From an optimization exercise on the open Yosys and OpenROAD flow, aimed at a short achievable clock period and few clock cycles; shortcuts taken in it are not production practice. RTL that was checked went through simulation tests only; none was proved equivalent to the original. The RTL of runs 1, 2 and 4 was laid out without a check of its function. Power and IR drop assume default switching activity.

## flow/standard.sh

```bash
#!/bin/bash
# synth_recipe.tcl (not shown) runs the flow's synth.tcl, then flattens the netlist and writes it again
# the make line also repeats each setting of config.mk as NAME=value (left out here)
make -C /OpenROAD-flow-scripts/flow DESIGN_CONFIG=/design/flow/config.mk WORK_HOME=/design/flow/orfs CLKGATE_MAP_FILE= SYNTH_SCRIPT=/design/flow/synth_recipe.tcl "${@:-finish}"
```

## flow/config.mk

```make
export PLATFORM = sky130hd
export DESIGN_NAME = npc
export DESIGN_NICKNAME = npc
export VERILOG_FILES = /design/flow/design.v
export SDC_FILE = /design/flow/constraint.sdc
export NUM_CORES = 4
export LEC_CHECK = 0
export ABC_CLOCK_PERIOD_IN_PS = 3000
export CAP_MARGIN = 20
export CORE_MARGIN = 2
export CORE_UTILIZATION = 40
export SLEW_MARGIN = 20
export SYNTH_HIERARCHICAL = 1
```

## flow/constraint.sdc

```tcl
create_clock -name core_clock -period 11.0 [get_ports {clk}]
set_input_delay 2.2000 -clock core_clock [delete_from_list [all_inputs] [get_ports {clk}]]
set_output_delay 2.2000 -clock core_clock [all_outputs]
set_load 0.01 [all_outputs]
```

## flow/flow/run.sh

```bash
#!/bin/bash
# Own layout flow: the standard synthesis unchanged, then the standard ORFS layout with
#  - a larger setup margin for repair_timing, so the resizer aims at a cycle much shorter than
#    the 11 ns clock of the (unchanged) SDC;
#  - port buffers of a stronger cell than the default choice (every port still gets one).
# Each tool's output goes to a log file here.
set -euo pipefail
MARGIN=$(cat flow/margin.txt)
bash standard.sh synth > synth.log 2>&1
bash standard.sh SETUP_SLACK_MARGIN=$MARGIN "BUFFER_PORTS_ARGS=-buffer_cell sky130_fd_sc_hd__buf_4" finish > layout.log 2>&1
```

## flow/design.v

```verilog
module pfx_gp_n(input wire gh, input wire ph, input wire gl, input wire pl, output wire gn, output wire pn);
    assign gn = ~(gh | (ph & gl));
    assign pn = ~(ph & pl);
endmodule
module pfx_gp_p(input wire gnh, input wire pnh, input wire gnl, input wire pnl, output wire g, output wire p);
    assign g = ~(gnh & (pnh | gnl));
    assign p = ~(pnh | pnl);
endmodule
module pfx_inv(input wire a, output wire y);
    assign y = ~a;
endmodule
module ks32(input wire [31:0] g, input wire [31:0] p, output wire [31:0] GN);
    wire [31:0] gl [0:5];
    wire [31:0] pl [0:5];
    assign gl[0] = g;
    assign pl[0] = p;
    genvar l, i;
    generate
        for (l = 0; l < 5; l = l + 1) begin : lv
            for (i = 0; i < 32; i = i + 1) begin : bt
                if (i >= (1 << l)) begin : c
                    if (l % 2 == 0) begin : n
                        pfx_gp_n u(.gh(gl[l][i]), .ph(pl[l][i]), .gl(gl[l][i - (1 << l)]),
                                   .pl(pl[l][i - (1 << l)]), .gn(gl[l+1][i]), .pn(pl[l+1][i]));
                    end else begin : q
                        pfx_gp_p u(.gnh(gl[l][i]), .pnh(pl[l][i]), .gnl(gl[l][i - (1 << l)]),
                                   .pnl(pl[l][i - (1 << l)]), .g(gl[l+1][i]), .p(pl[l+1][i]));
                    end
                end else begin : k
                    pfx_inv ug(.a(gl[l][i]), .y(gl[l+1][i]));
                    pfx_inv up(.a(pl[l][i]), .y(pl[l+1][i]));
                end
            end
        end
    endgenerate
    assign GN = gl[5];
endmodule
module add32(input wire [31:0] a, input wire [31:0] b, output wire [31:0] s);
    wire [31:0] p = a ^ b;
    wire [31:0] GN;
    ks32 u(.g(a & b), .p(p), .GN(GN));
    assign s = p ^ ~{GN[30:0], 1'b1};
endmodule
module sub32(input wire [31:0] a, input wire [31:0] b, output wire [31:0] d,
             output wire ltu, output wire lts, output wire co);
    wire [31:0] p = a ^ ~b;
    wire [31:0] GN;
    ks32 u(.g({a[31:1] & ~b[31:1], a[0] | ~b[0]}), .p(p), .GN(GN));
    assign d   = p ^ ~{GN[30:0], 1'b0};
    assign ltu = GN[31];
    assign lts = GN[31] ^ a[31] ^ b[31];
    assign co  = ~GN[31];
endmodule
module redir_unit(input wire v, input wire bq_eq, input wire bq_lt, input wire bq_lu, input wire bq_nv,
                  input wire bk, input wire pred, input wire jalr, input wire eq, input wire ltu,
                  input wire a31, input wire b31, output wire redir);
    wire bmis = (bq_eq && (eq ^ bk)) || (bq_lt && (ltu ^ a31 ^ b31 ^ bk)) ||
                (bq_lu && (ltu ^ bk)) || (bq_nv && pred);
    assign redir = v && (bmis || (jalr && !pred));
endmodule
module mux32(input wire sel, input wire [31:0] a, input wire [31:0] b, output wire [31:0] y);
    assign y = sel ? a : b;
endmodule
module npc(
    input  wire        clk,
    input  wire        rst,
    output wire [31:0] pc,
    input  wire [31:0] instr,
    output wire [31:0] dmem_addr,
    input  wire [31:0] dmem_rdata,
    output wire        dmem_we,
    output wire [1:0]  dmem_size,
    output wire [31:0] dmem_wdata
);
    localparam OP_LUI   = 7'b0110111;
    localparam OP_AUIPC = 7'b0010111;
    localparam OP_JAL   = 7'b1101111;
    localparam OP_JALR  = 7'b1100111;
    localparam OP_BR    = 7'b1100011;
    localparam OP_LD    = 7'b0000011;
    localparam OP_ST    = 7'b0100011;
    localparam OP_IMM   = 7'b0010011;
    localparam OP_OP    = 7'b0110011;
    localparam OP_SYS   = 7'b1110011;
    reg  [31:0] pc_f;
    reg  [7:0]  bt_v;
    reg  [26:0] bt_tag [0:7];
    reg  [31:0] bt_tgt [0:7];
    reg         bw_v;                 
    reg  [2:0]  bw_i;
    reg  [26:0] bw_tag;
    reg  [31:0] bw_tgt;
    reg         v_d, pb_d;
    reg  [31:0] ins_d, pc_d, pc4_d;
    reg  [31:0] tgtb_d, tgtj_d, aui_d, jtgt_d;
    reg         q_jal, q_jalr, q_br, q_ecall, q_mret;
    reg         v_xr, wen_xr, ld_xr, st_xr, br_xr, jalr_xr, ecall_xr, csrw_xr, dv_xr, kill_x;
    wire        v_x     = v_xr     & ~kill_x;
    wire        wen_x   = wen_xr   & ~kill_x;
    wire        ld_x    = ld_xr    & ~kill_x;
    wire        st_x    = st_xr    & ~kill_x;
    wire        br_x    = br_xr    & ~kill_x;
    wire        jalr_x  = jalr_xr  & ~kill_x;
    wire        ecall_x = ecall_xr & ~kill_x;
    wire        csrw_x  = csrw_xr  & ~kill_x;
    wire        dv_x    = dv_xr    & ~kill_x;
    reg  [31:0] pc_x, a_x, b_x, s_x, dval_x, alt_x;
    reg  [4:0]  rd_x, zimm_x;
    reg  [2:0]  f3_x;
    reg         pred_x;
    reg         bq_eq, bq_lt, bq_lu, bq_nv, bk_x;
    reg         sub_x;
    reg         s_add, s_sll, s_sr, s_sra, s_slt, s_sltu, s_xor, s_or, s_and, s_dval, s_csr;
    reg         c_mstatus, c_mtvec, c_mepc, c_mcause, c_mvendorid, c_marchid;
    reg         wen_m, ld_m, we_m;
    reg  [4:0]  rd_m;
    reg  [2:0]  f3_m;
    reg  [31:0] res_m, wd_m, ad_m;
    reg  [1:0]  sz_m;
    reg         wen_w;
    reg  [4:0]  rd_w;
    reg  [31:0] res_w;
    reg  [31:0] regs [1:31];
    reg  [31:0] mstatus_r, mtvec_r, mepc_r, mcause_r;
    reg         mst_w, mtv_w, mep_w, mca_w;
    wire [31:0] mstatus = mst_w ? mstatus_r : 32'h1800;
    wire [31:0] mtvec   = mtv_w ? mtvec_r   : 32'd0;
    wire [31:0] mepc    = mep_w ? mepc_r    : 32'd0;
    wire [31:0] mcause  = mca_w ? mcause_r  : 32'd0;
    reg  [31:0] pc_o;
    wire [31:0] npc_f;
    wire [31:0] res_x, wres_m, mtvec_fw, mepc_fw;
    wire [6:0] op_d  = ins_d[6:0];
    wire [4:0] rd_d  = ins_d[11:7];
    wire [2:0] f3_d  = ins_d[14:12];
    wire [4:0] rs1_d = ins_d[19:15];
    wire [4:0] rs2_d = ins_d[24:20];
    wire is_lui   = op_d == OP_LUI;
    wire is_auipc = op_d == OP_AUIPC;
    wire is_jal   = q_jal;
    wire is_jalr  = q_jalr;
    wire is_br    = q_br;
    wire is_ld    = op_d == OP_LD;
    wire is_st    = op_d == OP_ST;
    wire is_imm   = op_d == OP_IMM;
    wire is_op    = op_d == OP_OP;
    wire is_sys   = op_d == OP_SYS;
    wire is_csr   = is_sys && f3_d != 3'b000;
    wire is_ecall = q_ecall;
    wire is_mret  = q_mret;
    wire [31:0] imm_i = {{20{ins_d[31]}}, ins_d[31:20]};
    wire [31:0] imm_s = {{20{ins_d[31]}}, ins_d[31:25], ins_d[11:7]};
    wire [31:0] imm_b = {{19{ins_d[31]}}, ins_d[31], ins_d[7], ins_d[30:25], ins_d[11:8], 1'b0};
    wire [31:0] imm_u = {ins_d[31:12], 12'b0};
    wire [31:0] imm_j = {{11{ins_d[31]}}, ins_d[31], ins_d[19:12], ins_d[20], ins_d[30:21], 1'b0};
    wire [31:0] imm_d = is_st ? imm_s : imm_i;                  
    wire [31:0] tgt_d = is_jal ? tgtj_d : tgtb_d;               
    wire [31:0] dval_d = is_lui ? imm_u : is_auipc ? aui_d : pc4_d;
    wire wen_d  = (is_lui | is_auipc | is_jal | is_jalr | is_ld | is_imm | is_op | is_csr) && rd_d != 5'd0;
    wire use1_d = is_jalr | is_br | is_ld | is_st | is_imm | is_op | (is_csr & ~f3_d[2]);
    wire use2_d = is_br | is_st | is_op;
    wire useimm_d = is_ld | is_st | is_imm | is_jalr;
    wire [31:0] rf1 = (rs1_d == 5'd0) ? 32'd0 : (wen_w && rd_w == rs1_d) ? res_w : regs[rs1_d];
    wire [31:0] rf2 = (rs2_d == 5'd0) ? 32'd0 : (wen_w && rd_w == rs2_d) ? res_w : regs[rs2_d];
    wire m1 = wen_x && rd_x == rs1_d;
    wire w1 = wen_m && rd_m == rs1_d;
    wire m2 = wen_x && rd_x == rs2_d;
    wire w2 = wen_m && rd_m == rs2_d;
    wire [31:0] op1 = m1 ? res_x : w1 ? wres_m : rf1;
    wire [31:0] op2 = m2 ? res_x : w2 ? wres_m : rf2;
    wire lduse   = ld_x && ((use1_d && m1) || (use2_d && m2));
    wire stall_d = v_d && lduse;
    wire jalr_ok = is_jalr && m1 && dv_x;       
    wire [31:0] jtgt = jtgt_d;
    wire want_d  = is_jal || (is_br && ins_d[31]) || is_ecall || is_mret || jalr_ok;
    wire [31:0] dtgt_d = is_ecall ? mtvec_fw : is_mret ? mepc_fw :
                         jalr_ok ? {jtgt[31:1], 1'b0} : tgt_d;
    wire trap_ok = is_ecall ? (pc_f == mtvec && !(csrw_x && c_mtvec)) :
                              (pc_f == mepc && !ecall_x && !(csrw_x && c_mepc));
    wire dfix_d  = want_d ? (!pb_d || ((is_ecall || is_mret) && !trap_ok) || jalr_ok) : pb_d;
    wire [31:0] dnext_d = want_d ? dtgt_d : pc4_d;
    wire [2:0]  bi_f  = pc_f[4:2];
    wire        hit_f = bt_v[bi_f] && bt_tag[bi_f] == pc_f[31:5];
    wire [31:0] pc4_f = pc_f + 32'd4;
    wire [31:0] fimm_i = {{20{instr[31]}}, instr[31:20]};
    wire [31:0] fimm_b = {{19{instr[31]}}, instr[31], instr[7], instr[30:25], instr[11:8], 1'b0};
    wire [31:0] fimm_j = {{11{instr[31]}}, instr[31], instr[19:12], instr[20], instr[30:21], 1'b0};
    wire [31:0] fimm_u = {instr[31:12], 12'b0};
    wire [31:0] tgtb_f, tgtj_f, aui_f, jtgt_f;
    add32 u_tgtb(.a(pc_f), .b(fimm_b), .s(tgtb_f));
    add32 u_tgtj(.a(pc_f), .b(fimm_j), .s(tgtj_f));
    add32 u_aui(.a(pc_f), .b(fimm_u), .s(aui_f));
    add32 u_jtgt(.a(dval_d), .b(fimm_i), .s(jtgt_f));
    wire [31:0] A = a_x;
    wire [31:0] B = b_x;
    wire [31:0] sum, diff;
    wire        ltu, lts, sub_co;
    add32 u_sum(.a(A), .b(B), .s(sum));
    sub32 u_sub(.a(A), .b(B), .d(diff), .ltu(ltu), .lts(lts), .co(sub_co));
    wire        eq   = A == B;
    wire [31:0] shl  = A << B[4:0];
    wire [31:0] shr  = {{32{s_sra & A[31]}}, A} >> B[4:0];
    wire [31:0] csr_old = ({32{c_mstatus}} & mstatus) | ({32{c_mtvec}} & mtvec) |
                          ({32{c_mepc}} & mepc) | ({32{c_mcause}} & mcause) |
                          ({32{c_mvendorid}} & 32'h79737978) | ({32{c_marchid}} & 32'h26964ECE);
    wire [31:0] csr_src = f3_x[2] ? {27'd0, zimm_x} : A;
    wire [31:0] csr_new = (f3_x[1:0] == 2'b01) ? csr_src :
                          (f3_x[1:0] == 2'b10) ? (csr_old | csr_src) : (csr_old & ~csr_src);
    assign mtvec_fw = (csrw_x && c_mtvec) ? csr_new : mtvec;
    assign mepc_fw  = ecall_x ? pc_x : (csrw_x && c_mepc) ? csr_new : mepc;
    assign res_x = ({32{s_add & ~sub_x}} & sum) | ({32{s_add & sub_x}} & diff) |
                   ({32{s_sll}} & shl) | ({32{s_sr}} & shr[31:0]) |
                   {31'd0, (s_slt & lts) | (s_sltu & ltu)} |
                   ({32{s_xor}} & (A ^ B)) | ({32{s_or}} & (A | B)) | ({32{s_and}} & (A & B)) |
                   ({32{s_dval}} & dval_x) | ({32{s_csr}} & csr_old);
    reg taken_x;
    always @(*) begin
        case (f3_x)
            3'b000: taken_x = eq;
            3'b001: taken_x = ~eq;
            3'b100: taken_x = lts;
            3'b101: taken_x = ~lts;
            3'b110: taken_x = ltu;
            3'b111: taken_x = ~ltu;
            default: taken_x = 1'b0;
        endcase
    end
    wire redir_x, redir_o;
    redir_unit u_redir(.v(v_x), .bq_eq(bq_eq), .bq_lt(bq_lt), .bq_lu(bq_lu), .bq_nv(bq_nv), .bk(bk_x),
                       .pred(pred_x), .jalr(jalr_x), .eq(eq), .ltu(ltu), .a31(A[31]), .b31(B[31]),
                       .redir(redir_x));
    redir_unit u_redir_o(.v(v_x), .bq_eq(bq_eq), .bq_lt(bq_lt), .bq_lu(bq_lu), .bq_nv(bq_nv), .bk(bk_x),
                         .pred(pred_x), .jalr(jalr_x), .eq(eq), .ltu(ltu), .a31(A[31]), .b31(B[31]),
                         .redir(redir_o));
    wire [31:0] xtgt = jalr_x ? {sum[31:1], 1'b0} : alt_x;
    reg [31:0] ldv;
    always @(*) begin
        case (f3_m[1:0])
            2'b00:   ldv = {{24{~f3_m[2] & dmem_rdata[7]}},  dmem_rdata[7:0]};
            2'b01:   ldv = {{16{~f3_m[2] & dmem_rdata[15]}}, dmem_rdata[15:0]};
            default: ldv = dmem_rdata;
        endcase
    end
    assign wres_m = ld_m ? ldv : res_m;
    assign pc         = pc_o;
    assign dmem_addr  = ad_m;
    assign dmem_we    = we_m;
    assign dmem_size  = sz_m;
    assign dmem_wdata = wd_m;
    wire redir_d = v_d && dfix_d && !stall_d;
    wire go_d    = v_d && !stall_d;                   
    wire bt_wr   = redir_d && want_d && !jalr_ok;
    always @(posedge clk or posedge rst) begin
        if (rst) begin
            pc_f    <= 32'h80000000;
            pc_o    <= 32'h80000000;
            bt_v    <= 8'd0;
            v_d     <= 1'b0;
            mst_w   <= 1'b0;
            mtv_w   <= 1'b0;
            mep_w   <= 1'b0;
            mca_w   <= 1'b0;
        end else begin
            pc_f <= npc_f;
            pc_o <= npc_o;
            if (bw_v) bt_v[bw_i] <= 1'b1;
            if (redir_x || redir_d) v_d <= 1'b0;
            else if (!stall_d)      v_d <= 1'b1;
            if (ecall_x) begin
                mep_w <= 1'b1;
                mca_w <= 1'b1;
            end else if (csrw_x) begin
                if (c_mstatus) mst_w <= 1'b1;
                if (c_mtvec)   mtv_w <= 1'b1;
                if (c_mepc)    mep_w <= 1'b1;
                if (c_mcause)  mca_w <= 1'b1;
            end
        end
    end
    wire ecall_f = instr[6:0] == OP_SYS && instr[14:12] == 3'b000 && !instr[20] && !instr[21] &&
                   !instr[28] && !(is_sys && ins_d[31:20] == 12'h305);
    wire jal_f   = instr[6:0] == OP_JAL;
    wire bwd_f   = instr[6:0] == OP_BR && instr[31];
    wire pf_f    = ecall_f || jal_f || bwd_f || hit_f;
    wire [31:0] fe  = ecall_f ? mtvec_fw : hit_f ? bt_tgt[bi_f] : pc4_f;
    wire [31:0] dh  = stall_d ? pc_f : dnext_d;
    wire [31:0] fjb, fg, npc_nx;
    mux32 u_fjb(.sel(jal_f), .a(tgtj_f), .b(tgtb_f), .y(fjb));
    mux32 u_fg(.sel(jal_f || bwd_f), .a(fjb), .b(fe), .y(fg));
    mux32 u_fd(.sel(stall_d || redir_d), .a(dh), .b(fg), .y(npc_nx));
    mux32 u_npc(.sel(redir_x), .a(xtgt), .b(npc_nx), .y(npc_f));
    wire [31:0] npc_o;
    mux32 u_npc_o(.sel(redir_o), .a(xtgt), .b(npc_nx), .y(npc_o));
    always @(posedge clk) begin
            bw_v <= bt_wr;
            kill_x   <= redir_x;
            v_xr     <= go_d;
            wen_xr   <= go_d && wen_d;
            ld_xr    <= go_d && is_ld;
            st_xr    <= go_d && is_st;
            br_xr    <= go_d && is_br;
            jalr_xr  <= go_d && is_jalr;
            ecall_xr <= go_d && is_ecall;
            dv_xr    <= go_d && (is_lui || is_auipc || is_jal || is_jalr);
            csrw_xr  <= go_d && is_csr && (f3_d[1:0] == 2'b01 || (f3_d[1] && rs1_d != 5'd0));
            wen_m <= wen_x;
            ld_m  <= ld_x;
            we_m  <= st_x && (f3_x[1:0] != 2'b11);
            wen_w <= wen_m;
            if (ecall_x) begin
                mepc_r   <= pc_x;
                mcause_r <= 32'd11;
            end else if (csrw_x) begin
                if (c_mstatus) mstatus_r <= csr_new;
                if (c_mtvec)   mtvec_r   <= csr_new;
                if (c_mepc)    mepc_r    <= csr_new;
                if (c_mcause)  mcause_r  <= csr_new;
            end
    end
    always @(posedge clk) begin
        if (!stall_d) begin
            ins_d <= instr;
            pc_d  <= pc_f;
            pb_d  <= pf_f;
            pc4_d  <= pc4_f;
            tgtb_d <= tgtb_f;
            tgtj_d <= tgtj_f;
            aui_d  <= aui_f;
            jtgt_d <= jtgt_f;
            q_jal   <= instr[6:0] == OP_JAL;
            q_jalr  <= instr[6:0] == OP_JALR;
            q_br    <= instr[6:0] == OP_BR;
            q_ecall <= instr[6:0] == OP_SYS && instr[14:12] == 3'b000 && instr[31:25] == 7'b0000000 &&
                       instr[24:20] == 5'b00000;
            q_mret  <= instr[6:0] == OP_SYS && instr[14:12] == 3'b000 && instr[31:25] == 7'b0011000 &&
                       instr[24:20] == 5'b00010;
        end
        bw_i   <= pc_d[4:2];
        bw_tag <= pc_d[31:5];
        bw_tgt <= dtgt_d;
        if (bw_v) begin
            bt_tag[bw_i] <= bw_tag;
            bt_tgt[bw_i] <= bw_tgt;
        end
        pc_x   <= pc_d;
        a_x    <= op1;
        b_x    <= useimm_d ? imm_d : op2;
        s_x    <= op2;
        dval_x <= dval_d;
        alt_x  <= want_d ? pc4_d : tgt_d;
        pred_x <= want_d;
        bq_eq  <= is_br && f3_d[2:1] == 2'b00;
        bq_lt  <= is_br && f3_d[2:1] == 2'b10;
        bq_lu  <= is_br && f3_d[2:1] == 2'b11;
        bq_nv  <= is_br && f3_d[2:1] == 2'b01;
        bk_x   <= f3_d[0] ^ want_d;
        rd_x   <= rd_d;
        zimm_x <= rs1_d;
        f3_x   <= f3_d;
        sub_x  <= is_op && f3_d == 3'b000 && ins_d[30];
        s_add  <= (is_op || is_imm) && f3_d == 3'b000 || is_ld || is_st;
        s_sll  <= (is_op || is_imm) && f3_d == 3'b001;
        s_sr   <= (is_op || is_imm) && f3_d == 3'b101;
        s_sra  <= (is_op || is_imm) && f3_d == 3'b101 && ins_d[30];
        s_slt  <= (is_op || is_imm) && f3_d == 3'b010;
        s_sltu <= (is_op || is_imm) && f3_d == 3'b011;
        s_xor  <= (is_op || is_imm) && f3_d == 3'b100;
        s_or   <= (is_op || is_imm) && f3_d == 3'b110;
        s_and  <= (is_op || is_imm) && f3_d == 3'b111;
        s_dval <= is_lui || is_auipc || is_jal || is_jalr;
        s_csr  <= is_csr;
        c_mstatus   <= ins_d[31:20] == 12'h300;
        c_mtvec     <= ins_d[31:20] == 12'h305;
        c_mepc      <= ins_d[31:20] == 12'h341;
        c_mcause    <= ins_d[31:20] == 12'h342;
        c_mvendorid <= ins_d[31:20] == 12'hF11;
        c_marchid   <= ins_d[31:20] == 12'hF12;
        res_m <= res_x;
        ad_m  <= sum;
        rd_m  <= rd_x;
        f3_m  <= f3_x;
        sz_m  <= (f3_x[1:0] == 2'b00) ? 2'b01 : (f3_x[1:0] == 2'b01) ? 2'b10 : 2'b00;
        wd_m  <= (f3_x[1:0] == 2'b00) ? {24'd0, s_x[7:0]} :
                 (f3_x[1:0] == 2'b01) ? {16'd0, s_x[15:0]} : s_x;
        res_w <= wres_m;
        rd_w  <= rd_m;
        if (wen_w) regs[rd_w] <= res_w;
    end
endmodule
```

## flow/flow/margin.txt

```
7.4
```

==> flow_summary.json, run 1 <==
{
  "grt_pass1_vias": 83600,
  "dr_wl_met2_um": 223000,
  "cp.arrival_ns": 4.98,
  "avgSynthCellArea_um2": 13.5,
  "numPortBuffers": 164,
  "fin_crit_sh_pct": 37.8,
  "hold_buffers": 0,
  "cts_sinks": 2324,
  "fmax_mhz": 241,
  "whs_path_depth": 0,
  "worstPathMaxFanout": 28,
  "slew_headroom_pct": 15.8,
  "m1WireLength_um": 184000,
  "crit_required_ns": 11.82,
  "clk_pin_slew_ns": 0.07,
  "hpwlAfterDp_um": 330000,
  "cts_root_buf": "clkbuf_16",
  "die-width_um": 555,
  "rsz0062_at_grt": "yes",
  "peakVddDrop_mv": 0.169,
  "rows": 202,
  "crit_family": "compound AO/OA/AOI/OAI gates",
  "final_hold_viol_count": 0,
  "critPathKind": "reg2reg",
  "syn_to_final_growth_pct": 18.7,
  "r2r_cells": 8,
  "die_area_um2": 308000,
  "cts_max_path_buffers": 4,
  "tightest_slew_ns": 1.25,
  "cap_violations": 0,
  "min_from": "pc_d[24]",
  "grt_first_pass_wirelength_um": 674000,
  "whs_endpoint": "pc_x[24]",
  "dp.cells": 12800,
  "largest_reg_flops": 992,
  "wl_per_cell_um": 36.6,
  "dr.pass1.iters": 9,
  "core-area_um2": 302000,
  "chipHeight_um": 555,
  "r2r-start": "q_jal",
  "synth_area_um2": 121000,
  "start_kind": "flop",
  "finalSetupTns_ns": 0,
  "power_density_nw_per_um2": 234,
  "slew_viol_final": 0,
  "finish.instance_area_um2": 144000,
  "cp_cell_sequence": "buf_4 > mux2i_2 > o21ai_0 > a22oi_1 > a221o_1 > a21oi_1 > mux2_4 > mux2_4",
  "netlist_instances": 9018,
  "start_util_pct": 40.1,
  "p_leak_nw": 50.6,
  "crit_path_top_delay_cell": "edfxtp_1",
  "r2r_slack_ns": 6.84,
  "yosysWarnings": 8,
  "status": "no timing/DRC/antenna violations",
  "cts_htree_levels": 4,
  "antenna_found_initial": 56,
  "clk_latency_ns": 0.99,
  "nets": 9658,
  "crit_buf_inv": 1,
  "place_congestion": 1.03,
  "fin_skew_ns": 0.128,
  "holdCritPathClass": "reg2reg",
  "grt_max_degree": 102,
  "ios": 165,
  "antenna_left": 0,
  "max_flop_register": "regs",
  "final_cells": 13500,
  "utilization_pct": 47.6,
  "track_usage_pct": 31.3,
  "end_kind": "flop",
  "vias_per_cell": 6.38,
  "wl_met3_um": 55200,
  "drtIter0Drc": 12400,
  "reg_top3": "regs x992, bt_tgt x256, bt_tag x216",
  "slowest_delay_ns": 0.74,
  "setup_viol": 0,
  "drc": 0,
  "worstReg2RegEnd": "pc_f[25]",
  "cts_tree": "built",
  "period_needed_ns": 4.16,
  "vias": 86500,
  "drt_wl_total_um": 496000,
  "critical_path.most_common_cell": "mux2_4",
  "routed.top_layer": "met5",
  "placed_area_um2": 127000,
  "layout-drive-gt1-share_pct": 37.0,
  "cts_buffers": 245,
  "grt_overflow_total": 0
}
stage by stage:
stage	setup slack [ns]	hold slack [ns]	power, mW
2_1_floorplan	6.29	0.310	18.2
3_3_place_gp	4.95	0.324	22.8
3_5_place_dp	4.99	0.327	22.9
4_1_cts	7.02	0.340	32.9
5_1_grt	6.83	0.345	34.4
6_report	6.84	0.328	33.6
worst register-to-register path: cells and delay by family (launching register included):
kind	cells	cell delay (ns)
AO/OA/AOI/OAI	4	1.47
multiplexers	3	1.23
flip-flops	1	0.74
buffers and inverters	1	0.60
power by group:
part | total [mW] | switching (mW) | internal [mW]
clock | 8.47 | 3.63 | 4.84
combinational | 13.2 | 8.03 | 5.12
sequential | 12.0 | 1.20 | 10.8
total | 33.6 | 12.9 | 20.8
layer usage:
metal / vias up / global-route usage, %
met5: - / 0.188
met2: 5380 / 48.2
li1: 35500 / -
met3: 1317 / 8.06
met4: 38 / 17.8
met1: 44200 / 40.1
cells in the final DEF (no fill, tap or decap), drive strengths merged, types with 50 or more instances in the layout:
cell type	n
buf	597
dfrtp	75
inv	397
nor2	715
mux2	286
o21ai	524
a21oi	698
nand2	666
ha	261
xnor2	258
a31oi	101
clkinv	98
clkbuf	328
o22ai	50
mux4	751
a22oi	64
edfxtp	1787
nand3	152
a211oi	149
mux2i	221
dfxtp	460
cell type report:
cell class / count / area (um2)
clock inverter: 137 / 1330
fill: 26000 / 158000
multi-input combinational: 5751 / 57400
timing repair buffer: 620 / 6960
sequential: 2324 / 65000
inverter: 389 / 1500
tap: 3978 / 4980
clock buffer: 319 / 6800
antenna: 25 / 62.6
timing repair:
item / CTS / global route
hold endpoints to repair: 0 / 0
buffers inserted: 125 / 51
endpoints found under the setup margin: 539 / 201
cloned: 32 / 8
pin swaps: 122 / 75
gates resized for setup: 937 / 235
worst max-delay path by stage:
stage | from | endpoint | cells after the start
after floorplan | instr[14] | pc_f[15] | 11
after global placement | instr[5] | pc_o[29] | 10
after detailed placement | instr[6] | pc_f[29] | 10
after CTS | instr[3] | pc_o[5] | 10
after global routing | pc_f[2] | pc_f[7] | 16
final | q_jal | pc_f[25] | 8
==> run 2, diff against run 1 <==
--- a/flow/design.v
+++ b/flow/design.v
@@ -63,2 +63,9 @@
 endmodule
+module sel7(input wire s0, input wire [31:0] d0, input wire s1, input wire [31:0] d1,
+            input wire s2, input wire [31:0] d2, input wire s3, input wire [31:0] d3,
+            input wire s4, input wire [31:0] d4, input wire s5, input wire [31:0] d5,
+            input wire s6, input wire [31:0] d6, output wire [31:0] y);
+    assign y = ({32{s0}} & d0) | ({32{s1}} & d1) | ({32{s2}} & d2) | ({32{s3}} & d3) |
+               ({32{s4}} & d4) | ({32{s5}} & d5) | ({32{s6}} & d6);
+endmodule
 module npc(
@@ -85,12 +92,7 @@
     reg  [31:0] pc_f;
-    reg  [7:0]  bt_v;
-    reg  [26:0] bt_tag [0:7];
-    reg  [31:0] bt_tgt [0:7];
-    reg         bw_v;                 
-    reg  [2:0]  bw_i;
-    reg  [26:0] bw_tag;
-    reg  [31:0] bw_tgt;
     reg         v_d, pb_d;
+    reg         dfx_q;
+    reg  [31:0] dtgt_q;
     reg  [31:0] ins_d, pc_d, pc4_d;
-    reg  [31:0] tgtb_d, tgtj_d, aui_d, jtgt_d;
+    reg  [31:0] tgtb_d, tgtj_d, dval_d, jtgt_d;
     reg         q_jal, q_jalr, q_br, q_ecall, q_mret;
@@ -130,2 +132,4 @@
     reg  [31:0] pc_o;
+    reg  [31:0] rp;
+    reg         rp_v;
     wire [31:0] npc_f;
@@ -157,3 +161,2 @@
     wire [31:0] tgt_d = is_jal ? tgtj_d : tgtb_d;               
-    wire [31:0] dval_d = is_lui ? imm_u : is_auipc ? aui_d : pc4_d;
     wire wen_d  = (is_lui | is_auipc | is_jal | is_jalr | is_ld | is_imm | is_op | is_csr) && rd_d != 5'd0;
@@ -177,8 +180,5 @@
                          jalr_ok ? {jtgt[31:1], 1'b0} : tgt_d;
-    wire trap_ok = is_ecall ? (pc_f == mtvec && !(csrw_x && c_mtvec)) :
-                              (pc_f == mepc && !ecall_x && !(csrw_x && c_mepc));
-    wire dfix_d  = want_d ? (!pb_d || ((is_ecall || is_mret) && !trap_ok) || jalr_ok) : pb_d;
+    wire trap_ok = pc_f == (is_ecall ? mtvec_fw : mepc_fw);
+    wire dfix_d  = want_d ? (!pb_d || ((is_ecall || is_mret) && !trap_ok)) : pb_d;
     wire [31:0] dnext_d = want_d ? dtgt_d : pc4_d;
-    wire [2:0]  bi_f  = pc_f[4:2];
-    wire        hit_f = bt_v[bi_f] && bt_tag[bi_f] == pc_f[31:5];
     wire [31:0] pc4_f = pc_f + 32'd4;
@@ -251,3 +251,2 @@
     wire go_d    = v_d && !stall_d;                   
-    wire bt_wr   = redir_d && want_d && !jalr_ok;
     always @(posedge clk or posedge rst) begin
@@ -256,4 +255,5 @@
             pc_o    <= 32'h80000000;
-            bt_v    <= 8'd0;
+            rp_v    <= 1'b0;
             v_d     <= 1'b0;
+            dfx_q   <= 1'b0;
             mst_w   <= 1'b0;
@@ -265,4 +265,5 @@
             pc_o <= npc_o;
-            if (bw_v) bt_v[bw_i] <= 1'b1;
-            if (redir_x || redir_d) v_d <= 1'b0;
+            if (ecall_x) rp_v <= 1'b1;
+            dfx_q <= redir_d && !redir_x;
+            if (redir_x || redir_d || dfx_q) v_d <= 1'b0;
             else if (!stall_d)      v_d <= 1'b1;
@@ -279,13 +280,21 @@
     end
-    wire ecall_f = instr[6:0] == OP_SYS && instr[14:12] == 3'b000 && !instr[20] && !instr[21] &&
+    wire ecall_f = instr[6:2] == 5'b11100 && instr[14:12] == 3'b000 && !instr[20] && !instr[21] &&
                    !instr[28] && !(is_sys && ins_d[31:20] == 12'h305);
-    wire jal_f   = instr[6:0] == OP_JAL;
-    wire bwd_f   = instr[6:0] == OP_BR && instr[31];
-    wire pf_f    = ecall_f || jal_f || bwd_f || hit_f;
-    wire [31:0] fe  = ecall_f ? mtvec_fw : hit_f ? bt_tgt[bi_f] : pc4_f;
-    wire [31:0] dh  = stall_d ? pc_f : dnext_d;
-    wire [31:0] fjb, fg, npc_nx;
-    mux32 u_fjb(.sel(jal_f), .a(tgtj_f), .b(tgtb_f), .y(fjb));
-    mux32 u_fg(.sel(jal_f || bwd_f), .a(fjb), .b(fe), .y(fg));
-    mux32 u_fd(.sel(stall_d || redir_d), .a(dh), .b(fg), .y(npc_nx));
+    wire jal_f   = instr[6:2] == 5'b11011;
+    wire bwd_f   = instr[6:2] == 5'b11000 && instr[31];
+    wire jalr_f  = instr[6:2] == 5'b11001;
+    wire mret_f  = instr[6:2] == 5'b11100 && instr[14:12] == 3'b000 && instr[21] && instr[28] &&
+                   instr[29] && rp_v;
+    wire pf_f    = ecall_f || mret_f || jal_f || bwd_f || jalr_f;
+    wire [31:0] dh    = dfx_q ? dtgt_q : pc_f;
+    wire        ovr_d = stall_d || dfx_q;
+    wire        f_any = ecall_f || mret_f || jal_f || bwd_f || jalr_f;
+    wire [31:0] npc_nx;
+    sel7 u_fsel(.s0(ovr_d), .d0(dh),
+                .s1(!ovr_d && jal_f), .d1(tgtj_f),
+                .s2(!ovr_d && bwd_f), .d2(tgtb_f),
+                .s3(!ovr_d && jalr_f), .d3({jtgt_f[31:1], 1'b0}),
+                .s4(!ovr_d && ecall_f), .d4(mtvec_fw),
+                .s5(!ovr_d && mret_f), .d5(rp),
+                .s6(!ovr_d && !f_any), .d6(pc4_f), .y(npc_nx));
     mux32 u_npc(.sel(redir_x), .a(xtgt), .b(npc_nx), .y(npc_f));
@@ -294,3 +303,2 @@
     always @(posedge clk) begin
-            bw_v <= bt_wr;
             kill_x   <= redir_x;
@@ -327,3 +335,3 @@
             tgtj_d <= tgtj_f;
-            aui_d  <= aui_f;
+            dval_d <= (instr[6:2] == 5'b01101) ? fimm_u : (instr[6:2] == 5'b00101) ? aui_f : pc4_f;
             jtgt_d <= jtgt_f;
@@ -337,10 +345,5 @@
         end
-        bw_i   <= pc_d[4:2];
-        bw_tag <= pc_d[31:5];
-        bw_tgt <= dtgt_d;
-        if (bw_v) begin
-            bt_tag[bw_i] <= bw_tag;
-            bt_tgt[bw_i] <= bw_tgt;
-        end
         pc_x   <= pc_d;
+        dtgt_q <= dnext_d;
+        if (ecall_x) rp <= alt_x;
         a_x    <= op1;
==> flow_summary.json, run 2 <==
{
  "status": "no timing/DRC/antenna violations",
  "routed.top_layer": "met5",
  "setup_viol": 0,
  "cts_htree_levels": 4,
  "vias_per_cell": 6.45,
  "seqPwrFrac_pct": 35.5,
  "crit_required_ns": 11.71,
  "chipHeight_um": 510,
  "dr_wl_met2_um": 196000,
  "nets": 8909,
  "final_hold_viol_count": 0,
  "grt_pass1_vias": 75500,
  "track_usage_pct": 32.7,
  "grt_max_degree": 132,
  "switching_share_pct": 38.9,
  "avgSynthCellArea_um2": 12.5,
  "cp.arrival_ns": 4.67,
  "period_needed_ns": 3.96,
  "intPower_mw": 16.4,
  "die_area_um2": 261000,
  "antenna_found_initial": 35,
  "dr.pass1.iters": 9,
  "peakVddDrop_mv": 0.210,
  "ios": 165,
  "cp_cell_sequence": "buf_6 > and2_1 > o21ai_0 > o211ai_2 > inv_2 > o211ai_1 > o21ai_1 > o32ai_1 > o2111ai_1 > or4b_1 > o32ai_2",
  "p_leak_nw": 43.8,
  "critPathKind": "reg2reg",
  "layout-drive-gt1-share_pct": 38.4,
  "place_congestion": 0.992,
  "cts_tree": "built",
  "max_flop_register": "regs",
  "placed_area_um2": 109000,
  "finish.instance_area_um2": 124000,
  "slew_headroom_pct": 8.10,
  "synth_area_um2": 103000,
  "clk_pin_slew_ns": 0.06,
  "final_cells": 12100,
  "largest_reg_flops": 992,
  "numPortBuffers": 164,
  "drc": 0,
  "fin_crit_sh_pct": 36.0,
  "rows": 185,
  "utilization_pct": 48.8,
  "cts_root_buf": "clkbuf_16",
  "netlist_instances": 8220,
  "antenna_left": 0,
  "hpwlAfterDp_um": 289000,
  "mostFrequentLayoutCells": "edfxtp_1, nand2_1, mux4_2",
  "m1WireLength_um": 163000,
  "rsz0062_at_grt": "yes",
  "grt_first_pass_wirelength_um": 597000,
  "drtIter0Drc": 11500,
  "wl_met3_um": 46800,
  "die-width_um": 510,
  "holdCritPathClass": "reg2reg",
  "slowest_delay_ns": 0.60,
  "cts_buffers": 198,
  "yosysWarnings": 8,
  "clkPwrFrac_pct": 25.5,
  "end_kind": "flop",
  "vias": 78300,
  "power_density_nw_per_um2": 217,
  "start_util_pct": 40.3,
  "cap_violations": 0,
  "drt_wl_total_um": 438000,
  "final_common_cell": "edfxtp_1",
  "core-area_um2": 255000,
  "start_kind": "flop",
  "grt_overflow_total": 0,
  "dp.cells": 11500,
  "cts_sinks": 1877,
  "slew_viol_final": 0,
  "fin_skew_ns": 0.0845,
  "tightest_slew_ns": 1.37,
  "worstPathMaxFanout": 19,
  "cts_max_path_buffers": 3,
  "fmax_mhz": 253,
  "clk_latency_ns": 0.91,
  "crit_path_top_delay_cell": "and2_1",
  "switchingPower_mw": 10.5,
  "pwr-share-comb_pct": 39.0,
  "wl_per_cell_um": 36.1,
  "finalSetupTns_ns": 0,
  "syn_to_final_growth_pct": 21.0
}
-- run 2: routing by layer --
metal,track usage (%),up-vias
met5,0,-
met2,50.0,5067
li1,-,32200
met4,20.3,24
met3,7.81,1199
met1,42.0,39800
-- run 2: timing repair --
action | CTS | global route
pin swaps | 162 | 121
endpoints found under the hold margin | 0 | 0
setup buffers | 172 | 81
resized for setup | 849 | 257
endpoints found under the setup margin | 517 | 271
hold buffers | 0 | 0
cloned | 29 | 6
-- run 2: power groups by stage --
stage	Combinational, mW	Sequential (mW)	Clock, mW
detailed placement	8.76	9.63	0
finish	10.5	9.55	6.85
global route	10.8	9.57	7.19
global placement	8.76	9.62	0
floorplan	5.29	9.22	0
CTS	9.81	9.51	6.92
-- run 2: critical path, delay by kind of cell (launching register included) --
kind | cells | cell delay [ns]
simple gates | 2 | 1.17
flops | 1 | 0.41
compound gates | 7 | 1.80
buf+inv | 2 | 0.41
-- run 2: metrics by stage --
step	power (mW)	setup slack [ns]	hold slack [ns]
2_1_floorplan	14.5	6.99	0.310
3_3_place_gp	18.4	5.44	0.313
3_5_place_dp	18.4	5.46	0.320
4_1_cts	26.2	7.18	0.312
5_1_grt	27.5	7.06	0.331
6_report	26.9	7.04	0.311
-- run 2: worst paths after layout --
| path | cells past startpoint | end | slack [ns] | from |
|---|---|---|---|---|
| hold / removal | 0 | pc_x[9] | 0.31 | pc_d[9] |
| min in group asynchronous | 2 | pc_f[30] | 1.40 | rst |
| setup / recovery | 11 | v_d | 7.04 | f3_x[0] |
| max in group asynchronous | 3 | pc_o[15] | 8.19 | rst |
| hold reg to reg | 0 | pc_x[9] | 0.31 | pc_d[9] |
| setup reg to reg | 11 | v_d | 7.04 | f3_x[0] |
-- run 2: area by class of cell --
class                           instances  area, um2
Fill cell                           22100     130000
Multi-Input combinational cell       5483      53200
Sequential cell                      1877      51600
Timing Repair Buffer                  675       7160
Clock buffer                          270       5520
Tap cell                             3366       4210
Inverter                              350       1330
Clock inverter                        101       1140
Antenna cell                           19       47.5
==> run 3, diff against run 2 <==
--- a/flow/design.v
+++ b/flow/design.v
@@ -284,3 +284,4 @@
     wire bwd_f   = instr[6:2] == 5'b11000 && instr[31];
-    wire jalr_f  = instr[6:2] == 5'b11001;
+    wire jalr_f  = instr[6:2] == 5'b11001 && v_d && wen_d && rd_d == instr[19:15] &&
+                   (is_lui || is_auipc || is_jal || is_jalr);
     wire mret_f  = instr[6:2] == 5'b11100 && instr[14:12] == 3'b000 && instr[21] && instr[28] &&
==> flow_summary.json, run 3 <==
{
  "drt_wl_total_um": 430000,
  "hold_ws_ns": 0.295,
  "worst_slack_ns": 7.08,
  "crit_path_start": "instr[12]",
  "synth_area_um2": 102000,
  "dp.cells": 11500,
  "dp_slack_ns": 5.50,
  "slowest_delay_ns": 0.43,
  "hold_buffers": 0,
  "nets": 8906,
  "cts_max_path_buffers": 3,
  "final_common_cell": "edfxtp_1",
  "cts_tree": "built",
  "antenna_left": 0,
  "ios": 165,
  "cp_cell_sequence": "buf_12 > nor4b_4 > nand2_2 > or3_4 > and3_4 > nand3_4 > nor2_4 > bufbuf_16 > a222oi_1 > nand3_1 > mux2_4",
  "clk_pin_slew_ns": 0.07,
  "period_needed_ns": 3.92,
  "grt_pass1_vias": 74800,
  "finalSetupTns_ns": 0,
  "rows": 185,
  "avgSynthCellArea_um2": 12.5,
  "slew_headroom_pct": 20.1,
  "fmax_mhz": 255,
  "dr.pass1.iters": 12,
  "start_kind": "input pin",
  "final_cells": 12200,
  "critPathKind": "in2reg",
  "start_util_pct": 40.2,
  "r2r_slack_ns": 7.31,
  "cp.arrival_ns": 4.67,
  "tightest_slew_ns": 1.20,
  "status": "no timing/DRC/antenna violations",
  "vias_per_cell": 6.43,
  "drc": 0,
  "holdCritPathClass": "reg2reg",
  "hpwlAfterDp_um": 280000,
  "end_kind": "flop",
  "core-area_um2": 254000,
  "track_usage_pct": 32.1,
  "netlist_instances": 8204,
  "fin_crit_sh_pct": 35.6,
  "setup_viol": 0,
  "grt_max_degree": 86,
  "die-width_um": 510,
  "yosysWarnings": 8,
  "crit_required_ns": 11.75,
  "p_leak_nw": 44.3,
  "cts_sinks": 1877,
  "max_flop_register": "regs",
  "largest_reg_flops": 992,
  "cts_htree_levels": 4,
  "syn_to_final_growth_pct": 21.7,
  "die_area_um2": 260000,
  "grt_overflow_total": 0,
  "numPortBuffers": 164,
  "antenna_found_initial": 33,
  "peakVddDrop_mv": 0.172,
  "wl_per_cell_um": 35.4,
  "rsz0062_at_grt": "yes",
  "finalPower_mw": 26.9,
  "crit_path_top_delay_cell": "nor4b_4",
  "drtIter0Drc": 11300,
  "fin_skew_ns": 0.117,
  "vias": 78200,
  "slew_viol_final": 0,
  "power_density_nw_per_um2": 216,
  "grt_first_pass_wirelength_um": 586000,
  "place_congestion": 1.00,
  "final_hold_viol_count": 0,
  "worstPathMaxFanout": 6,
  "layout-drive-gt1-share_pct": 38.3,
  "clk_latency_ns": 0.92,
  "cts_buffers": 198,
  "min_from": "pc_d[15]",
  "cts_root_buf": "clkbuf_16",
  "chipHeight_um": 510,
  "r2r-start": "pc_f[6]",
  "mostFrequentLayoutCells": "edfxtp_1, mux4_2, nand2_1",
  "cap_violations": 0
}
-- run 3: worst max-delay path: cells and delay by family --
family                 cells  cell delay [ns]
AO/OA/AOI/OAI              1             0.26
AND/OR/NAND/NOR            7             1.49
multiplexers               1             0.29
buffers and inverters      2             0.41
-- run 3: layer usage --
metal  wire length [um]  GRT usage, %  vias up
met2             192000          48.9     5291
met4              31100          19.1       28
met3              47500          7.51     1228
li1                   -             -    32000
met1             160000          41.6    39600
met5                195             0        -
-- run 3: repair_timing --
action | in CTS | in global routing
pin swaps | 123 | 124
endpoints found under the setup margin | 371 | 227
resized for setup | 854 | 382
buffers inserted | 167 | 83
cloned | 26 | 11
hold endpoints to repair | 0 | 0
-- run 3: per-stage QoR --
step | area, um2 | util, %
floorplan | 103000 | -
global placement | 108000 | 42.6
detailed placement | 108000 | 42.6
CTS | 122000 | 47.8
global route | 124000 | 48.9
finish | 124000 | 49.0
-- run 3: final timing paths --
kind / endpoint / cells after the start
max: pc_o[7] / 11
min: pc_x[15] / 0
max reg2reg: pc_f[29] / 12
min reg2reg: pc_x[15] / 0
max in group asynchronous: pc_f[5] / 3
min in group asynchronous: pc_f[28] / 3
-- run 3: report_power, final --
group | leakage, nW | switching, mW | internal [mW]
Combinational | 23.4 | 6.46 | 3.87
Clock | 3.32 | 3.04 | 3.97
Sequential | 17.6 | 0.950 | 8.64
Total | 44.3 | 10.5 | 16.5
-- run 3: area by class of cell --
type	instances	area, um2
well taps	3366	4210
diodes	41	103
repair buffers	667	7310
clock buffers	279	5710
fillers	22100	130000
inverters	414	1590
clock inverters	88	1130
multi-input cells	5424	52700
flip-flops and latches	1877	51700
Testbench counts of run 3, summed over its fixed seeds: cycles 592,159.
==> run 4, diff against run 3 <==
--- a/flow/design.v
+++ b/flow/design.v
@@ -280,4 +280,4 @@
     end
-    wire ecall_f = instr[6:2] == 5'b11100 && instr[14:12] == 3'b000 && !instr[20] && !instr[21] &&
-                   !instr[28] && !(is_sys && ins_d[31:20] == 12'h305);
+    wire sys0_f  = instr[6:2] == 5'b11100 && instr[14:12] == 3'b000;
+    wire ecall_f = sys0_f && !instr[21];
     wire jal_f   = instr[6:2] == 5'b11011;
@@ -286,4 +286,3 @@
                    (is_lui || is_auipc || is_jal || is_jalr);
-    wire mret_f  = instr[6:2] == 5'b11100 && instr[14:12] == 3'b000 && instr[21] && instr[28] &&
-                   instr[29] && rp_v;
+    wire mret_f  = sys0_f && instr[21] && rp_v;
     wire pf_f    = ecall_f || mret_f || jal_f || bwd_f || jalr_f;
==> flow_summary.json, run 4 <==
{
  "antenna_left": 0,
  "synth_area_um2": 102000,
  "r2r_cells": 9,
  "fin_crit_sh_pct": 35.1,
  "track_usage_pct": 31.9,
  "vias_per_cell": 6.41,
  "netlist_instances": 8256,
  "rows": 185,
  "die_area_um2": 260000,
  "slew_viol_final": 0,
  "holdCritPathClass": "reg2reg",
  "place_congestion": 1.01,
  "final_common_cell": "edfxtp_1",
  "cts_htree_levels": 4,
  "dp_slack_ns": 5.80,
  "fmax_mhz": 259,
  "critPathKind": "reg2reg",
  "peakVddDrop_mv": 0.170,
  "vias": 77900,
  "whs_endpoint": "pc_x[30]",
  "layout-drive-gt1-share_pct": 37.4,
  "r2r_slack_ns": 7.14,
  "ios": 165,
  "cts_root_buf": "clkbuf_16",
  "numPortBuffers": 164,
  "grt_max_degree": 84,
  "max_flop_register": "regs",
  "start_kind": "flop",
  "drtIter0Drc": 11000,
  "status": "no timing/DRC/antenna violations",
  "hpwlAfterDp_um": 280000,
  "final_hold_viol_count": 0,
  "drt_wl_total_um": 427000,
  "core-area_um2": 254000,
  "cts_tree": "built",
  "drc": 0,
  "finalSetupTns_ns": 0,
  "dr.pass1.iters": 9,
  "nets": 8922,
  "grt_pass1_vias": 75500,
  "whs_path_depth": 0,
  "wl_per_cell_um": 35.2,
  "finalPower_mw": 26.2,
  "power_density_nw_per_um2": 213,
  "min_from": "pc_d[30]",
  "hold_ws_ns": 0.301,
  "largest_reg_flops": 992,
  "end_kind": "flop",
  "slew_headroom_pct": 14.4,
  "avgSynthCellArea_um2": 12.4,
  "fin_skew_ns": 0.124,
  "yosysWarnings": 8,
  "period_needed_ns": 3.86,
  "tightest_slew_ns": 1.28,
  "cap_violations": 0,
  "cts_sinks": 1877,
  "cp.arrival_ns": 4.65,
  "p_leak_nw": 43.5,
  "clk_latency_ns": 0.93,
  "worst_slack_ns": 7.14,
  "rsz0062_at_grt": "yes",
  "hold_buffers": 0,
  "cts_max_path_buffers": 3,
  "worstReg2RegEnd": "v_d",
  "die-width_um": 510,
  "clk_pin_slew_ns": 0.06,
  "antenna_found_initial": 29,
  "setup_viol": 0,
  "syn_to_final_growth_pct": 20.3,
  "mostFrequentLayoutCells": "edfxtp_1, nand2_1, mux4_2",
  "utilization_pct": 48.4,
  "crit_required_ns": 11.79,
  "grt_overflow_total": 0,
  "worstPathMaxFanout": 27,
  "start_util_pct": 40.2,
  "cts_buffers": 197,
  "r2r-start": "c_mcause",
  "chipHeight_um": 510,
  "grt_first_pass_wirelength_um": 584000
}
## run 4: cell count changes in the layout (fill, tap and decap cells not counted), sizes merged, moves of 16 or more
cell    change
a211oi     +55
nand2      +40
o22ai      -35
inv        -30
diode      -28
o21ai      +27
clkinv     +24
clkbuf     -20
buf        -19
nand3      +19
a21oi      -16
## run 4: report_power, final
part	leakage [nW]	internal (mW)	switching [mW]
Combinational	22.7	3.71	6.09
Sequential	17.5	8.64	0.981
Clock	3.21	3.80	3.03
## run 4: metal layers
| metal | share of wire (%) | global-route usage (%) |
|---|---|---|
| met1 | 36 | 39.8 |
| met2 | 45 | 49.2 |
| met3 | 11 | 7.66 |
| met4 | 8.4 | 21.2 |
| met5 | 0.053 | 0.238 |
## run 4: worst max-delay path by stage
stage	start	endpoint	slack, ns	depth (start not counted)
2_1_floorplan	ins_d[14]	dval_d[0]	5.45	8
3_3_place_gp	instr[5]	pc_o[13]	5.79	10
3_5_place_dp	instr[5]	pc_f[12]	5.80	12
4_1_cts	pc_o[31]	pc[31]	7.13	1
5_1_grt	instr[5]	pc_o[10]	7.12	13
6_report	c_mcause	v_d	7.14	9
## run 4: cell type report
type                            instances  area [um2]
Fill cell                           22100      131000
Multi-Input combinational cell       5486       52000
Sequential cell                      1877       51700
Timing Repair Buffer                  642        7080
Clock buffer                          265        5430
Tap cell                             3366        4210
Inverter                              392        1500
Clock inverter                        107        1220
Antenna cell                           13        32.5
Timing Repair inverter                  2        10.0
## run 4: timing repair
| action | in CTS | in global routing |
|---|---|---|
| gates resized for setup | 797 | 341 |
| pin swaps | 91 | 122 |
| cloned | 31 | 10 |
| buffers inserted | 123 | 108 |
| setup endpoints to repair | 569 | 300 |
| hold endpoints to repair | 0 | 0 |
## run 4: stage by stage
stage / instances / area, um2
3_5_place_dp: 11500 / 108000
6_report: 12200 / 123000
4_1_cts: 12000 / 120000
5_1_grt: 12100 / 123000
3_3_place_gp: 11500 / 108000
2_1_floorplan: 8270 / 103000
## run 4: critical path, cell delays in order (launching register included)
cell and delay [ns]:
dfxtp_1 0.31, buf_4 0.40, and2_1 0.48, a221oi_1 0.20, a31o_2 0.32, and2_1 0.22, o21ai_0 0.74, o2111ai_1 0.37
or4_1 0.60, o21ai_1 0.14
==> run 5, diff against run 4 <==
--- a/flow/design.v
+++ b/flow/design.v
@@ -254,3 +254,2 @@
             pc_f    <= 32'h80000000;
-            pc_o    <= 32'h80000000;
             rp_v    <= 1'b0;
@@ -264,3 +263,2 @@
             pc_f <= npc_f;
-            pc_o <= npc_o;
             if (ecall_x) rp_v <= 1'b1;
@@ -289,3 +287,3 @@
     wire [31:0] dh    = dfx_q ? dtgt_q : pc_f;
-    wire        ovr_d = stall_d || dfx_q;
+    wire        ovr_d = stall_d || dfx_q || rst;
     wire        f_any = ecall_f || mret_f || jal_f || bwd_f || jalr_f;
@@ -303,2 +301,3 @@
     always @(posedge clk) begin
+            pc_o <= npc_o;
             kill_x   <= redir_x;
==> flow_summary.json, run 5 <==
{
  "avgSynthCellArea_um2": 12.4,
  "rsz0062_at_grt": "yes",
  "period_needed_ns": 3.82,
  "grt_pass1_vias": 75000,
  "antenna_found_initial": 23,
  "chipHeight_um": 509,
  "grt_first_pass_wirelength_um": 578000,
  "rows": 185,
  "cts_tree": "built",
  "grt_overflow_total": 0,
  "crit_path_start": "instr[13]",
  "die-width_um": 509,
  "worstPathMaxFanout": 8,
  "drt_wl_total_um": 425000,
  "dp_slack_ns": 5.60,
  "cts_root_buf": "clkbuf_16",
  "cts_max_path_buffers": 3,
  "core-area_um2": 254000,
  "cts_htree_levels": 4,
  "fin_crit_sh_pct": 34.7,
  "numPortBuffers": 164,
  "dr.pass1.iters": 10,
  "tightest_slew_ns": 1.18,
  "cp.arrival_ns": 4.60,
  "synth_area_um2": 102000,
  "track_usage_pct": 31.6,
  "syn_to_final_growth_pct": 21.9,
  "cap_violations": 0,
  "clk_pin_slew_ns": 0.06,
  "status": "no timing/DRC/antenna violations",
  "hold_buffers": 0,
  "ios": 165,
  "drc": 0,
  "setup_viol": 0,
  "start_kind": "input pin",
  "antenna_left": 0,
  "vias_per_cell": 6.45,
  "peakVddDrop_mv": 0.172,
  "final_hold_viol_count": 0,
  "largest_reg_flops": 992,
  "netlist_instances": 8204,
  "critPathKind": "in2reg",
  "cts_buffers": 193,
  "cts_sinks": 1877,
  "end_kind": "flop",
  "r2r-start": "a_x[3]",
  "clk_latency_ns": 0.89,
  "nets": 8921,
  "grt_max_degree": 86,
  "wl_per_cell_um": 35.0,
  "crit_required_ns": 11.77,
  "power_density_nw_per_um2": 210,
  "fin_skew_ns": 0.0799,
  "max_flop_register": "regs",
  "finalSetupTns_ns": 0,
  "place_congestion": 1.03,
  "layout-drive-gt1-share_pct": 38.9,
  "drtIter0Drc": 11200,
  "holdCritPathClass": "reg2reg",
  "mostFrequentLayoutCells": "edfxtp_1, mux4_2, nand2_1",
  "final_common_cell": "edfxtp_1",
  "hpwlAfterDp_um": 278000,
  "min_from": "pc_d[5]",
  "yosysWarnings": 8,
  "die_area_um2": 259000,
  "p_leak_nw": 44.1,
  "vias": 78300,
  "fmax_mhz": 262,
  "slew_headroom_pct": 21.6,
  "slew_viol_final": 0,
  "worst_slack_ns": 7.18,
  "start_util_pct": 40.2
}
run 5: cell type report:
| cell class | instances | area (um2) |
|---|---|---|
| diodes | 16 | 40.0 |
| clock buffers | 254 | 5460 |
| clock inverters | 110 | 1130 |
| fillers | 21800 | 130000 |
| inverters | 406 | 1550 |
| multi-input cells | 5433 | 53000 |
| flip-flops and latches | 1877 | 51600 |
| well taps | 3366 | 4210 |
| repair buffers | 686 | 7400 |
run 5: power breakdown:
group	internal, mW	switching, mW	total [mW]
clock network	3.83	3.00	6.83
registers	8.61	0.913	9.53
logic	3.69	6.06	9.74
run 5: metrics by stage:
stage	utilization (%)	power [mW]	instances	hold WS, ns	cell area (um2)
after floorplan	-	14.0	8218	0.310	103000
after global placement	42.5	17.4	11500	0.321	108000
after detailed placement	42.5	17.5	11500	0.313	108000
after CTS	47.6	25.1	12000	0.316	121000
after global routing	49.0	26.7	12100	0.321	124000
final	49.0	26.1	12100	0.325	124000
run 5: timing repair:
| action | 4_1_cts | 5_1_grt |
|---|---|---|
| pin swaps | 115 | 180 |
| buffers inserted | 142 | 124 |
| cloned | 25 | 16 |
| resized for setup | 922 | 462 |
| endpoints found under the setup margin | 518 | 287 |
run 5: critical path: stages:
cell	delay (ns)
buf_12	0.13
or4b_4	0.55
nor4_4	0.24
o21ai_1	0.11
nand4_1	0.14
buf_6	0.20
nor2_4	0.13
a222oi_1	0.39
nand3_1	0.19
mux2_4	0.31
run 5: worst paths after layout:
check	end	slack, ns	cells past startpoint
setup / recovery	pc_o[12]	7.18	10
hold / removal	pc_x[5]	0.33	0
setup reg to reg	b_x[8]	7.30	14
hold reg to reg	pc_x[5]	0.33	0
max in group asynchronous	mtv_w	8.72	3
min in group asynchronous	pc_f[29]	1.61	3
run 5: routing by layer:
layer | track usage (%) | vias to the layer above | wire length [um]
met5 | 0 | - | 69
met4 | 19.1 | 12 | 32700
met3 | 7.94 | 1279 | 50200
met2 | 48.4 | 5411 | 188000
met1 | 40.3 | 39600 | 154000
li1 | - | 32100 | -
Testbench counts of run 5, summed over its fixed seeds: cycles 592,019.
==> run 6, diff against run 5 <==
--- a/flow/design.v
+++ b/flow/design.v
@@ -171,4 +171,8 @@
     wire w2 = wen_m && rd_m == rs2_d;
-    wire [31:0] op1 = m1 ? res_x : w1 ? wres_m : rf1;
-    wire [31:0] op2 = m2 ? res_x : w2 ? wres_m : rf2;
+    wire [31:0] op1, op2, opb;
+    wire [31:0] op1_nx = w1 ? wres_m : rf1;
+    wire [31:0] op2_nx = w2 ? wres_m : rf2;
+    mux32 u_op1(.sel(m1), .a(res_x), .b(op1_nx), .y(op1));
+    mux32 u_op2(.sel(m2), .a(res_x), .b(op2_nx), .y(op2));
+    mux32 u_opb(.sel(m2 && !useimm_d), .a(res_x), .b(useimm_d ? imm_d : op2_nx), .y(opb));
     wire lduse   = ld_x && ((use1_d && m1) || (use2_d && m2));
@@ -210,4 +214,6 @@
     assign mepc_fw  = ecall_x ? pc_x : (csrw_x && c_mepc) ? csr_new : mepc;
-    assign res_x = ({32{s_add & ~sub_x}} & sum) | ({32{s_add & sub_x}} & diff) |
-                   ({32{s_sll}} & shl) | ({32{s_sr}} & shr[31:0]) |
+    wire [31:0] as_x, oth_x;
+    mux32 u_as(.sel(sub_x), .a(diff), .b(sum), .y(as_x));
+    mux32 u_res(.sel(s_add), .a(as_x), .b(oth_x), .y(res_x));
+    assign oth_x = ({32{s_sll}} & shl) | ({32{s_sr}} & shr[31:0]) |
                    {31'd0, (s_slt & lts) | (s_sltu & ltu)} |
@@ -288,3 +294,5 @@
     wire        ovr_d = stall_d || dfx_q || rst;
-    wire        f_any = ecall_f || mret_f || jal_f || bwd_f || jalr_f;
+    wire        f_any = instr[6] && instr[5] &&
+                        ((!instr[4] && (instr[2] || (!instr[3] && instr[31]))) ||
+                         (sys0_f && (!instr[21] || rp_v)));
     wire [31:0] npc_nx;
@@ -348,3 +356,3 @@
         a_x    <= op1;
-        b_x    <= useimm_d ? imm_d : op2;
+        b_x    <= opb;
         s_x    <= op2;
--- a/flow/config.mk
+++ b/flow/config.mk
@@ -10,3 +10,3 @@
 export CORE_MARGIN = 2
-export CORE_UTILIZATION = 40
+export CORE_UTILIZATION = 55
 export SLEW_MARGIN = 20
==> flow_summary.json, run 6 <==
{
  "grt_max_degree": 89,
  "drtIter0Drc": 12700,
  "worstPathMaxFanout": 7,
  "wl_per_cell_um": 37.8,
  "antenna_left": 0,
  "hold_buffers": 0,
  "finish.instance_area_um2": 121000,
  "cp_cell_sequence": "buf_6 > ha_4 > nand2_1 > o21ai_2 > a21oi_2 > o21ai_2 > a21oi_2 > xnor2_1 > a22oi_1 > nand3_1 > mux2_4",
  "crit_required_ns": 11.82,
  "netlist_instances": 8230,
  "setup_viol": 0,
  "chipHeight_um": 437,
  "grt_overflow_total": 0,
  "cp.arrival_ns": 4.50,
  "drt_wl_total_um": 423000,
  "m1WireLength_um": 157000,
  "crit_path_top_delay_cell": "xnor2_1",
  "crit_family": "compound AO/OA/AOI/OAI gates",
  "syn_to_final_growth_pct": 17.3,
  "dr.pass1.iters": 8,
  "max_flop_register": "regs",
  "mostFrequentLayoutCells": "edfxtp_1, mux4_2, nor2_1",
  "rsz0062_at_grt": "yes",
  "cts_root_buf": "clkbuf_16",
  "period_needed_ns": 3.68,
  "ios": 165,
  "cts_max_path_buffers": 3,
  "routed.top_layer": "met5",
  "numPortBuffers": 164,
  "place_congestion": 1.05,
  "wl_met3_um": 60100,
  "fmax_mhz": 272,
  "tightest_slew_ns": 1.29,
  "holdCritPathClass": "reg2reg",
  "slew_headroom_pct": 13.6,
  "slowest_delay_ns": 0.56,
  "vias_per_cell": 7.01,
  "slew_viol_final": 0,
  "nets": 8851,
  "crit_buf_inv": 1,
  "layout-drive-gt1-share_pct": 36.4,
  "dr_wl_met2_um": 175000,
  "cts_sinks": 1877,
  "final_common_cell": "edfxtp_1",
  "die-width_um": 437,
  "power_density_nw_per_um2": 212,
  "end_kind": "flop",
  "peakVddDrop_mv": 0.197,
  "drc": 0,
  "clk_latency_ns": 0.91,
  "finalSetupTns_ns": 0,
  "cap_violations": 0,
  "cts_tree": "built",
  "vias": 78500,
  "p_leak_nw": 43.5,
  "critPathKind": "in2reg",
  "cts_buffers": 196,
  "clk_pin_slew_ns": 0.06,
  "fin_crit_sh_pct": 33.5,
  "yosysWarnings": 8,
  "final_hold_viol_count": 0,
  "grt_pass1_vias": 73700,
  "avgSynthCellArea_um2": 12.5,
  "status": "no timing/DRC/antenna violations",
  "fin_skew_ns": 0.0927,
  "cts_htree_levels": 4,
  "start_kind": "input pin",
  "antenna_found_initial": 34,
  "core-area_um2": 186000,
  "track_usage_pct": 42.9,
  "placed_area_um2": 108000,
  "rows": 158,
  "hpwlAfterDp_um": 277000,
  "synth_area_um2": 103000,
  "start_util_pct": 55.5,
  "die_area_um2": 191000,
  "grt_first_pass_wirelength_um": 572000,
  "largest_reg_flops": 992
}
[run 6: per-stage QoR]
step	power [mW]	worst slack (ns)	utilization (%)	cells	hold WS (ns)
4_1_cts	24.6	7.34	63.4	11100	0.289
2_1_floorplan	13.9	5.44	-	8244	0.310
5_1_grt	26.2	7.28	65.1	11200	0.298
6_report	25.7	7.32	65.1	11200	0.301
3_3_place_gp	17.2	5.68	57.9	10600	0.314
3_5_place_dp	17.3	5.64	57.9	10600	0.312
[run 6: cell type report]
class | count | area [um2]
flip-flops and latches | 1877 | 51500
well taps | 2480 | 3100
inverters | 381 | 1450
clock inverters | 92 | 1110
diodes | 22 | 55.1
fillers | 13900 | 64900
multi-input cells | 5498 | 52200
clock buffers | 277 | 5570
repair buffers | 571 | 6120
repair inverters | 2 | 12.5
[run 6: what timing repair did]
item	in CTS	in global routing
gates resized for setup	516	446
gates cloned	24	15
buffers inserted	65	88
endpoints found under the setup margin	509	280
pin swaps	50	71
[run 6: per-layer routing]
| metal | GRT usage [%] | up-vias |
|---|---|---|
| li1 | - | 31900 |
| met1 | 58.2 | 39400 |
| met3 | 14.2 | 1208 |
| met5 | 0 | - |
| met2 | 60.1 | 6001 |
| met4 | 25.1 | 20 |
[run 6: path summary, 6_finish.rpt]
path,from,to,slack (ns),cells past startpoint
setup reg to reg,flop,b_x[4],7.32,10
min in group asynchronous,rst,pc_f[14],1.57,3
hold / removal,pc_d[3],pc_x[3],0.30,0
hold reg to reg,pc_d[3],pc_x[3],0.30,0
max in group asynchronous,rst,pc_f[4],8.81,3
setup / recovery,instr[25],pc_o[18],7.32,11
[run 6: report_power, final]
part           switching [mW]  internal, mW  total, mW  leakage [nW]
Clock                    2.97          3.93       6.90          3.26
Sequential              0.940          8.58       9.52          17.4
Combinational            5.78          3.47       9.25          22.9
Testbench counts of run 6, summed over its fixed seeds: cycles 592,019.

## separate check: timing with driven ports
How much do the figures lean on ideal ports? The routed layouts below were timed once more, with nothing changed but the port constraints. Step 1 assumes that a clkbuf_16 drives the clock port and a buf_2 every other input. Step 2 times the ports against the registers' clock, not the clock port: input delays grow and output delays shrink by t, the midpoint of the rising clock arrivals with the driver on. a / b / c = ideal / step 1 / step 2; a / b = the first two.
run	t, ns	setup slack, ns	worst setup path at the end	latest minus earliest clock arrival (ns)
run 1	1.022	6.845 / 6.809 / 5.787	input to register	0.130 / 0.130
run 2	0.961	7.042 / 7.010 / 6.049	input to register	0.092 / 0.092
run 3	0.950	7.084 / 7.107 / 6.157	input to register	0.117 / 0.118
run 4	0.962	7.142 / 7.058 / 6.148	input to register	0.125 / 0.125
run 5	0.946	7.178 / 7.127 / 6.181	input to register	0.084 / 0.083
run 6	0.971	7.318 / 7.112 / 6.141	input to register	0.097 / 0.096
After both steps every run listed still meets setup and hold. The setup slack of run 6, which loses most, moves by -0.206 ns with the drivers and by -1.177 ns with both steps.
